Background: an optimization exercise with open tools, aiming at small area, a short achievable clock period and few clock cycles. Do not read the settings as production practice.
Only simulation tests tie the RTL to the original design; equivalence was not proved.

==> inputs of 06-06 <==
## JAM
module JAM (
           input CLK,
           input RST,
           output reg [2:0] W,
           output reg [2:0] J,
           input [6:0] Cost,
           output reg [3:0] MatchCount,
           output reg [9:0] MinCost,
           output reg Valid );
Settings: LEC_CHECK=0, CAP_MARGIN=20, CORE_MARGIN=2, CORE_UTILIZATION=40, SETUP_SLACK_MARGIN=0.8, SLEW_MARGIN=20; clock period 5.0 ns.
run.sh (not shown) runs the stock make flow with config.mk's settings and CLKGATE_MAP_FILE= SYNTH_SCRIPT=/design/flow/synth_recipe.tcl, a recipe that flattens the netlist after the stock synthesis.
==> 12-24 (differences from 06-06) <==
--- a/flow/design.v
+++ b/flow/design.v
@@ -28,10 +28,11 @@
 reg [2:0] i;            
 reg [7:0] minval;       
 reg [2:0] minj;
 reg [6:0] mu;           
 reg signed [8:0] off;   
+reg [7:0] rem;          
 reg       walking;
 reg [2:0] wj;
 reg       bv;
 reg [2:0] bt;
 reg [2:0] bj;
@@ -41,18 +42,18 @@
 reg [7:0] bcand;        
 reg       bnew;         
 reg       bimpr;        
 reg       beq;          
 reg       elim;         
+reg       chg;          
 reg       ryser;
 reg [3:0] tq;           
 reg       tneg;
 reg       tv;
 reg       tlast;
 wire [7:0] mrow = minval;        
 wire [7:0] bits = Dq;            
-wire [7:0] Rm   = m;             
 wire [7:0] Cm   = s;             
 wire [7:0] kd   = minval;        
 wire [7:0] S    = Dq;            
 integer k, r;
 wire       bsrch = bv && (bt == ST_FIRST || bt == ST_SCAN);
@@ -70,56 +71,122 @@
 wire [6:0] mu_e   = bend ? endd[6:0] : mu;
 wire [7:0] bj_oh  = 8'd1 << bj;
 wire [7:0] bitsf  = bnew ? bj_oh : (beq ? (bits | bj_oh) : bits);
 wire [7:0] mrowf  = bnew ? bcand : mrow;
 wire       bwrD   = bv && (bt == ST_FIRST || (bt == ST_SCAN && bimpr));
+reg [7:0] pm_oh;
+always @(*)
+    for (k = 0; k < 8; k = k + 1)
+        pm_oh[k] = (p[k] == bW);
+function [9:0] ks10;
+    input [9:0] a;
+    input [9:0] b;
+    input       cin;
+    reg [9:0] p, g, gg, pp, gn, pn;
+    integer q, d;
+    begin
+        p = a ^ b;
+        g = a & b;
+        gg = g;
+        gg[0] = g[0] | (p[0] & cin);
+        pp = p;
+        for (d = 1; d < 10; d = d * 2) begin
+            gn = gg;
+            pn = pp;
+            for (q = d; q < 10; q = q + 1) begin
+                gn[q] = gg[q] | (pp[q] & gg[q-d]);
+                pn[q] = pp[q] & pp[q-d];
+            end
+            gg = gn;
+            pp = pn;
+        end
+        ks10 = p ^ {gg[8:0], cin};
+    end
+endfunction
 wire [7:0] nv_J = nv[J];
 wire [7:0] Y_e = (bv && bnew) ? bcand : minval;    
 wire signed [9:0] cost_s = {3'd0, Cost};
 wire signed [9:0] Y_s    = {2'd0, Y_e};
 wire signed [9:0] Dq_s   = {2'd0, Dq};
-wire signed [9:0] Tm     = Y_s - X;
-wire signed [9:0] TD     = Dq_s - X;
+wire signed [9:0] Tm     = ks10(Y_s, ~X, 1'b1);
+wire signed [9:0] TD     = ks10(Dq_s, ~X, 1'b1);
 wire       lt    = cost_s < Tm;       
 wire       eqm   = cost_s == Tm;      
 wire       impr  = cost_s < TD;       
 wire       c3    = Dq < Y_e;
-wire signed [9:0] sum = X + cost_s;
+wire signed [9:0] sum = ks10(X, cost_s, 1'b0);
 wire       newmin = fst || ((st == ST_FIRST) ? lt : (impr ? lt : c3));
 wire [7:0] newD  = (st == ST_SCAN && !impr) ? Dq : sum[7:0];
 wire       xlt   = fst || lt;
 wire       xeq   = eqm;
-wire signed [8:0] offn = {1'b0, Dq} - {2'd0, Cost} - {2'd0, nv_J[6:0]};
+wire [9:0] ma  = {2'd0, Dq};
+wire [9:0] mb  = ~{3'd0, Cost};
+wire [9:0] mc  = ~{3'd0, nv_J[6:0]};
+wire [9:0] ms1 = ma ^ mb ^ mc;
+wire [9:0] mc1 = {(ma[8:0] & mb[8:0]) | (ma[8:0] & mc[8:0]) | (mb[8:0] & mc[8:0]), 1'b1};
+wire [9:0] offw = ks10(ms1, mc1, 1'b1);
+wire signed [8:0] offn = offw[8:0];
 wire [2:0] J1 = J + 3'd1;
 wire       rowlast = (J1 == cstart);
 wire [7:0] J_oh = 8'd1 << J;
-reg [2:0] nxt, fus, fus2;
-reg       has_nxt;
+function [7:0] lowbit;
+    input [7:0] v;
+    reg [7:0] below;
+    integer q;
+    begin
+        below[0] = 1'b0;
+        for (q = 1; q < 8; q = q + 1)
+            below[q] = below[q-1] | v[q-1];
+        lowbit = v & ~below;
+    end
+endfunction
+function [2:0] enc8;
+    input [7:0] v;
+    begin
+        enc8 = {v[7] | v[6] | v[5] | v[4], v[7] | v[6] | v[3] | v[2],
+                v[7] | v[5] | v[3] | v[1]};
+    end
+endfunction
+reg [2:0] fus;
 always @(*) begin
-    nxt = 3'd0;
-    has_nxt = 1'b0;
     fus = 3'd0;
-    fus2 = 3'd0;
-    for (k = 7; k >= 0; k = k - 1) begin
-        if (k > J && !s[k]) begin
-            nxt = k;
-            has_nxt = 1'b1;
-        end
+    for (k = 7; k >= 0; k = k - 1)
         if (!s[k]) fus = k;
-        if (!s[k] && k != J) fus2 = k;
-    end
 end
+wire [7:0] nxt_oh = lowbit(rem);
+wire       has_nxt = |rem;
 wire alast = (st == ST_SCAN) ? !has_nxt : rowlast;
-wire [7:0] nv_a  = nv[J1];
-wire [6:0] nvn_a = s[J1] ? nv_a[6:0] + mu_e : nv_a[6:0];
-wire [2:0] jb    = (st == ST_SCAN) ? nxt : fus2;
-wire [7:0] nv_b  = nv[jb];
-wire [7:0] D_b   = (bwrD && bj == jb) ? bcand : D[jb];
-wire signed [8:0] offs = (st == ST_MATCH) ? offn : off;
+wire [7:0] J1_oh = {J_oh[6:0], J_oh[7]};
+reg  [6:0] nv_a;
+always @(*) begin
+    nv_a = 7'd0;
+    for (k = 0; k < 8; k = k + 1)
+        nv_a = nv_a | (nv[k][6:0] & {7{J1_oh[k]}});
+end
+wire [6:0] nvm_a = nv_a + mu_e;
+wire [6:0] nvn_a = |(s & J1_oh) ? nvm_a : nv_a;
+wire [7:0] jb_oh = nxt_oh;
+wire [2:0] jb    = enc8(jb_oh);
+reg  [7:0] nv_b, D_r;
+always @(*) begin
+    nv_b = 8'd0;
+    D_r = 8'd0;
+    for (k = 0; k < 8; k = k + 1) begin
+        nv_b = nv_b | (nv[k] & {8{jb_oh[k]}});
+        D_r = D_r | (D[k] & {8{jb_oh[k]}});
+    end
+end
+wire [7:0] D_b   = (bwrD && |(bj_oh & jb_oh)) ? bcand : D_r;
 wire signed [9:0] nvb_s = {3'd0, nv_b[6:0]};
-wire signed [9:0] Kn = offs + nvb_s;
+wire [9:0] ms2 = ms1 ^ mc1 ^ nvb_s;
+wire [9:0] mc2 = {(ms1[8:0] & mc1[8:0]) | (ms1[8:0] & nvb_s[8:0]) | (mc1[8:0] & nvb_s[8:0]), 1'b0};
+wire signed [9:0] Km = ks10(ms2, mc2, 1'b1);
+wire signed [9:0] Ks = ks10({off[8], off}, nvb_s, 1'b0);
+wire signed [9:0] Kn = (st == ST_MATCH) ? Km : Ks;
 wire [2:0] sgj   = fst ? J : minj_e;
+wire [7:0] s_e   = (st == ST_FIRST) ? (s & ~J_oh) : s;
+wire [7:0] rem_g = ~s_e & ~(8'd1 << sgj);
 wire       sgdone = fst || !m[sgj];
 wire [7:0] nv_f  = nv[fus];
 wire [2:0] wr = way[wj];
 reg [2:0] wc;
 reg       wfound;
@@ -142,31 +209,19 @@
         a2 = {a1[3] | a1[2], a1[1] | a1[0]};
         m2 = {m1[3] | m1[2] | (a1[3] & a1[2]), m1[1] | m1[0] | (a1[1] & a1[0])};
         onehot8 = (a2[1] ^ a2[0]) ? !(m2[1] | m2[0]) : 1'b0;
     end
 endfunction
-reg [7:0] rdel, cdel, xr, yc;
+reg [7:0] forced, yc;
 always @(*) begin
-    rdel = 8'd0;
-    cdel = 8'd0;
-    for (r = 0; r < 8; r = r + 1) begin
-        xr = D[r] & Cm;
-        if (Rm[r] && onehot8(xr)) begin
-            rdel[r] = 1'b1;
-            cdel = cdel | xr;
-        end
-    end
     for (k = 0; k < 8; k = k + 1) begin
         for (r = 0; r < 8; r = r + 1)
-            yc[r] = D[r][k] & Rm[r];
-        if (Cm[k] && onehot8(yc)) begin
-            cdel[k] = 1'b1;
-            rdel = rdel | yc;
-        end
+            yc[r] = D[r][k];
+        forced[k] = Cm[k] && (((D[k] & Cm) == 8'd0) || ((yc & Cm) == 8'd0));
     end
 end
-wire [7:0] Cleft = Cm & ~cdel;
+wire [7:0] Cleft = Cm & ~forced;
 function [5:0] fcode;    
     input [3:0] n;
     input       alive;
     begin
         if (!alive) fcode = 6'b0_00_0_00;
@@ -181,18 +236,18 @@
         4'd7: fcode = 6'b0_00_1_10;
         default: fcode = 6'b0_11_0_00;
         endcase
     end
 endfunction
-wire [5:0] fc0 = fcode(nv[0][3:0], Rm[0]);
-wire [5:0] fc1 = fcode(nv[1][3:0], Rm[1]);
-wire [5:0] fc2 = fcode(nv[2][3:0], Rm[2]);
-wire [5:0] fc3 = fcode(nv[3][3:0], Rm[3]);
-wire [5:0] fc4 = fcode(nv[4][3:0], Rm[4]);
-wire [5:0] fc5 = fcode(nv[5][3:0], Rm[5]);
-wire [5:0] fc6 = fcode(nv[6][3:0], Rm[6]);
-wire [5:0] fc7 = fcode(nv[7][3:0], Rm[7]);
+wire [5:0] fc0 = fcode(nv[0][3:0], Cm[0]);
+wire [5:0] fc1 = fcode(nv[1][3:0], Cm[1]);
+wire [5:0] fc2 = fcode(nv[2][3:0], Cm[2]);
+wire [5:0] fc3 = fcode(nv[3][3:0], Cm[3]);
+wire [5:0] fc4 = fcode(nv[4][3:0], Cm[4]);
+wire [5:0] fc5 = fcode(nv[5][3:0], Cm[5]);
+wire [5:0] fc6 = fcode(nv[6][3:0], Cm[6]);
+wire [5:0] fc7 = fcode(nv[7][3:0], Cm[7]);
 reg        prz, psg;
 reg  [2:0] pe01, pe23, pe45, pe67;
 reg  [1:0] pt01, pt23, pt45, pt67;
 reg        pneg, pv, plast;
 always @(posedge CLK) begin
@@ -275,11 +330,11 @@
         end
         if (bfin) begin
             minval <= mrowf;
             Dq <= bitsf;
             if (blast) begin
-                D[bW] <= bitsf;
+                D[enc8(pm_oh)] <= bitsf & ~pm_oh;
                 MinCost <= MinCost + {2'd0, mrowf};
             end
         end
         if (bend) begin
             if (bt == ST_FIRST)
@@ -303,10 +358,11 @@
                 X <= {3'd0, nv_f[6:0]};
                 st <= (i == 3'd7) ? ST_FINAL : ST_FIRST;
             end else begin
                 W <= p[bj];
                 J <= bj;
+                rem <= ~s & ~bj_oh;
                 Dq <= bcand;
                 st <= ST_MATCH;
             end
         end else begin
             bt <= st;
@@ -325,10 +381,11 @@
                     s[J] <= 1'b0;
                 end
                 fst <= 1'b0;
                 if (!alast) begin
                     J <= (st == ST_FIRST) ? J1 : jb;
+                    rem <= rem & ~nxt_oh;
                     X <= (st == ST_FIRST) ? {3'd0, nvn_a} : Kn;
                     Dq <= D_b;
                 end else begin
                     fst <= 1'b1;
                     if (sgdone) begin
@@ -338,19 +395,21 @@
                         X <= {3'd0, nv_f[6:0]};
                         st <= (i == 3'd7) ? ST_FINAL : ST_FIRST;
                     end else begin
                         W <= p[sgj];
                         J <= sgj;
+                        rem <= rem_g;
                         Dq <= minv_e;
                         st <= ST_MATCH;
                     end
                 end
             end
             ST_MATCH: begin
                 off <= offn;
                 nv[J] <= nv_J - Dq;
                 J <= jb;
+                rem <= rem & ~nxt_oh;
                 X <= Kn;
                 Dq <= D_b;
                 fst <= 1'b1;
                 st <= ST_SCAN;
             end
@@ -372,11 +431,11 @@
                     if (W == 3'd7) st <= ST_FLUSH;
                 end
             end
             ST_FLUSH: begin
                 st <= ST_CNT;
-                m <= 8'hff;
+                chg <= 1'b1;
                 s <= 8'hff;
                 for (k = 0; k < 8; k = k + 1)
                     nv[k] <= 8'd0;
             end
             ST_CNT: begin
@@ -384,23 +443,22 @@
                 if (tlast) begin
                     Valid <= 1'b1;
                     st <= ST_DONE;
                 end
                 if (elim) begin
-                    if (rdel != 8'd0) begin
-                        m <= Rm & ~rdel;
-                        s <= Cleft;
-                        if (Cleft == 8'd0) begin
-                            MatchCount <= 4'd1;
-                            Valid <= 1'b1;
-                            st <= ST_DONE;
-                        end
-                    end else begin
+                    if (Cm == 8'd0) begin
+                        MatchCount <= 4'd1;
+                        Valid <= 1'b1;
+                        st <= ST_DONE;
+                    end else if (!chg) begin
                         elim <= 1'b0;
                         ryser <= 1'b1;
                         minval <= 8'd0;
                         Dq <= 8'd0;
+                    end else begin
+                        s <= Cleft;
+                        chg <= |forced;
                     end
                 end
                 tq <= term;
                 tneg <= pneg;
                 tv <= pv;
@@ -409,11 +467,11 @@
                     pneg <= (^S) ^ (^Cm);
                     pv <= 1'b1;
                     minval <= kdn;
                     Dq <= S ^ tb;
                     for (k = 0; k < 8; k = k + 1)
-                        if (|(D[k] & tb)) nv[k][3:0] <= tadd ? nv[k][3:0] + 4'd1 : nv[k][3:0] - 4'd1;
+                        if (|(D[k] & tb) || tb[k]) nv[k][3:0] <= tadd ? nv[k][3:0] + 4'd1 : nv[k][3:0] - 4'd1;
                     if (klast) begin
                         ryser <= 1'b0;
                         plast <= 1'b1;
                     end
                 end
--- a/flow/config.mk
+++ b/flow/config.mk
@@ -6,7 +6,7 @@
 export NUM_CORES = 4
 export LEC_CHECK = 0
 export CAP_MARGIN = 20
 export CORE_MARGIN = 2
 export CORE_UTILIZATION = 40
-export SETUP_SLACK_MARGIN = 0.8
+export SETUP_SLACK_MARGIN = 1.0
 export SLEW_MARGIN = 20
==> 04-16 (differences from 06-06) <==
--- a/flow/design.v
+++ b/flow/design.v
@@ -69,27 +69,25 @@
 wire [2:0] minj_e = (bsrch && bnew) ? bj : minj;
 wire [6:0] mu_e   = bend ? endd[6:0] : mu;
 wire [7:0] bj_oh  = 8'd1 << bj;
 wire [7:0] bitsf  = bnew ? bj_oh : (beq ? (bits | bj_oh) : bits);
 wire [7:0] mrowf  = bnew ? bcand : mrow;
+wire [7:0] mrow_e = bfin ? mrowf : mrow;
 wire       bwrD   = bv && (bt == ST_FIRST || (bt == ST_SCAN && bimpr));
 wire [7:0] nv_J = nv[J];
-wire [7:0] Y_e = (bv && bnew) ? bcand : minval;    
-wire signed [9:0] cost_s = {3'd0, Cost};
-wire signed [9:0] Y_s    = {2'd0, Y_e};
-wire signed [9:0] Dq_s   = {2'd0, Dq};
-wire signed [9:0] Tm     = Y_s - X;
-wire signed [9:0] TD     = Dq_s - X;
-wire       lt    = cost_s < Tm;       
-wire       eqm   = cost_s == Tm;      
-wire       impr  = cost_s < TD;       
-wire       c3    = Dq < Y_e;
-wire signed [9:0] sum = X + cost_s;
-wire       newmin = fst || ((st == ST_FIRST) ? lt : (impr ? lt : c3));
-wire [7:0] newD  = (st == ST_SCAN && !impr) ? Dq : sum[7:0];
-wire       xlt   = fst || lt;
-wire       xeq   = eqm;
+wire [7:0] cand1 = {1'b0, Cost} + {1'b0, X[6:0]};
+wire signed [9:0] cost_s   = {3'd0, Cost};
+wire signed [9:0] Dq_s     = {2'd0, Dq};
+wire signed [9:0] minv_s   = {2'd0, minv_e};
+wire signed [9:0] cand2 = X + cost_s;
+wire       impr  = cand2 < Dq_s;
+wire       c2    = cand2 < minv_s;
+wire       c3    = Dq < minv_e;
+wire       newmin = fst || ((st == ST_FIRST) ? (cand1 < minv_e) : (impr ? c2 : c3));
+wire [7:0] newD  = (st == ST_FIRST) ? cand1 : (impr ? cand2[7:0] : Dq);
+wire       xlt   = fst || (cand1 < mrow_e);
+wire       xeq   = (cand1 == mrow_e);
 wire signed [8:0] offn = {1'b0, Dq} - {2'd0, Cost} - {2'd0, nv_J[6:0]};
 wire [2:0] J1 = J + 3'd1;
 wire       rowlast = (J1 == cstart);
 wire [7:0] J_oh = 8'd1 << J;
 reg [2:0] nxt, fus, fus2;
@@ -354,11 +352,11 @@
                 fst <= 1'b1;
                 st <= ST_SCAN;
             end
             ST_FINAL: begin
                 bv <= 1'b1;
-                bcand <= sum[7:0];
+                bcand <= cand1;
                 bnew <= xlt;
                 beq <= xeq;
                 if (W == 3'd0) begin
                     nv[J] <= {1'b0, X[6:0]};
                     s[J] <= 1'b0;
--- a/flow/config.mk
+++ b/flow/config.mk
@@ -6,7 +6,6 @@
 export NUM_CORES = 4
 export LEC_CHECK = 0
 export CAP_MARGIN = 20
 export CORE_MARGIN = 2
 export CORE_UTILIZATION = 40
-export SETUP_SLACK_MARGIN = 0.8
 export SLEW_MARGIN = 20
==> results by group <==
Run status
  • Outcome: finished clean

STA
  • Final min period: 4255 ps

GRT
  • First-pass GRT wire length: 165,000 um

Placed design
  • Post-DP HPWL: 85,140 um
  • Pre-CTS setup slack: 133.3 ps

Synth
  • Compound-Gate Fraction of Synth Area: 19.17%
  • Synthesized area per cell: 9.379 um^2

Die
  • Die Y: 268.3 um

CTS
  • CTS sink count: 330

Worst setup path
  • Slowest stage delay, CP: 580 ps
# the run above: 06-06

==> results by group <==
Worst setup path
  • Slowest stage delay, CP: 520 ps

GRT
  • First-pass GRT wire length: 167,400 um

Die
  • Die Y: 267.1 um

Run status
  • Outcome: finished clean

CTS
  • CTS sink count: 330

STA
  • Final min period: 4776 ps
# the run above: 04-16

==> results by group <==
Placed design
  • Pre-CTS setup slack: 281.1 ps

Synth
  • Compound-Gate Fraction of Synth Area: 21.66%
  • Synthesized area per cell: 9.450 um^2

Run status
  • Outcome: finished clean

CTS
  • CTS sink count: 339

Die
  • Die Y: 259.9 um
# the run above: 12-24

Testbench counts of 06-06, summed over its fixed seeds: cycles 4,752.
Testbench counts of 12-24, summed over its fixed seeds: cycles 4,776.
Testbench counts of 04-16, summed over its fixed seeds: cycles 4,752.

## what the ideal ports hide
In the flow no input, the clock included, has a driving cell. The finished layouts below were timed again as built, in two steps. Step 1 sets driving cells, clkbuf_16 on the clock port and buf_2 on the other inputs (assumed; they add their load-dependent delay and slew). Step 2 also shifts input and output timing later by t, the mid clock arrival at the registers, as if the neighbouring blocks saw the same clock. Slacks: ideal / step 1 / step 2; pairs: ideal / step 1.
run	t, ns	setup WS [ns]	worst register clock-pin slew, ns
06-06	0.640	0.745 / 0.745 / 0.294	0.07 / 0.07
12-24	0.652	1.060 / 1.060 / 0.607	0.07 / 0.07
04-16	0.653	0.224 / 0.224 / -0.016	0.08 / 0.08
Met with ideal ports but missed after step 2: setup timing in 04-16. For 12-24, which loses most, drivers alone change the setup slack by 0.000 ns; drivers and shift together by -0.453 ns.
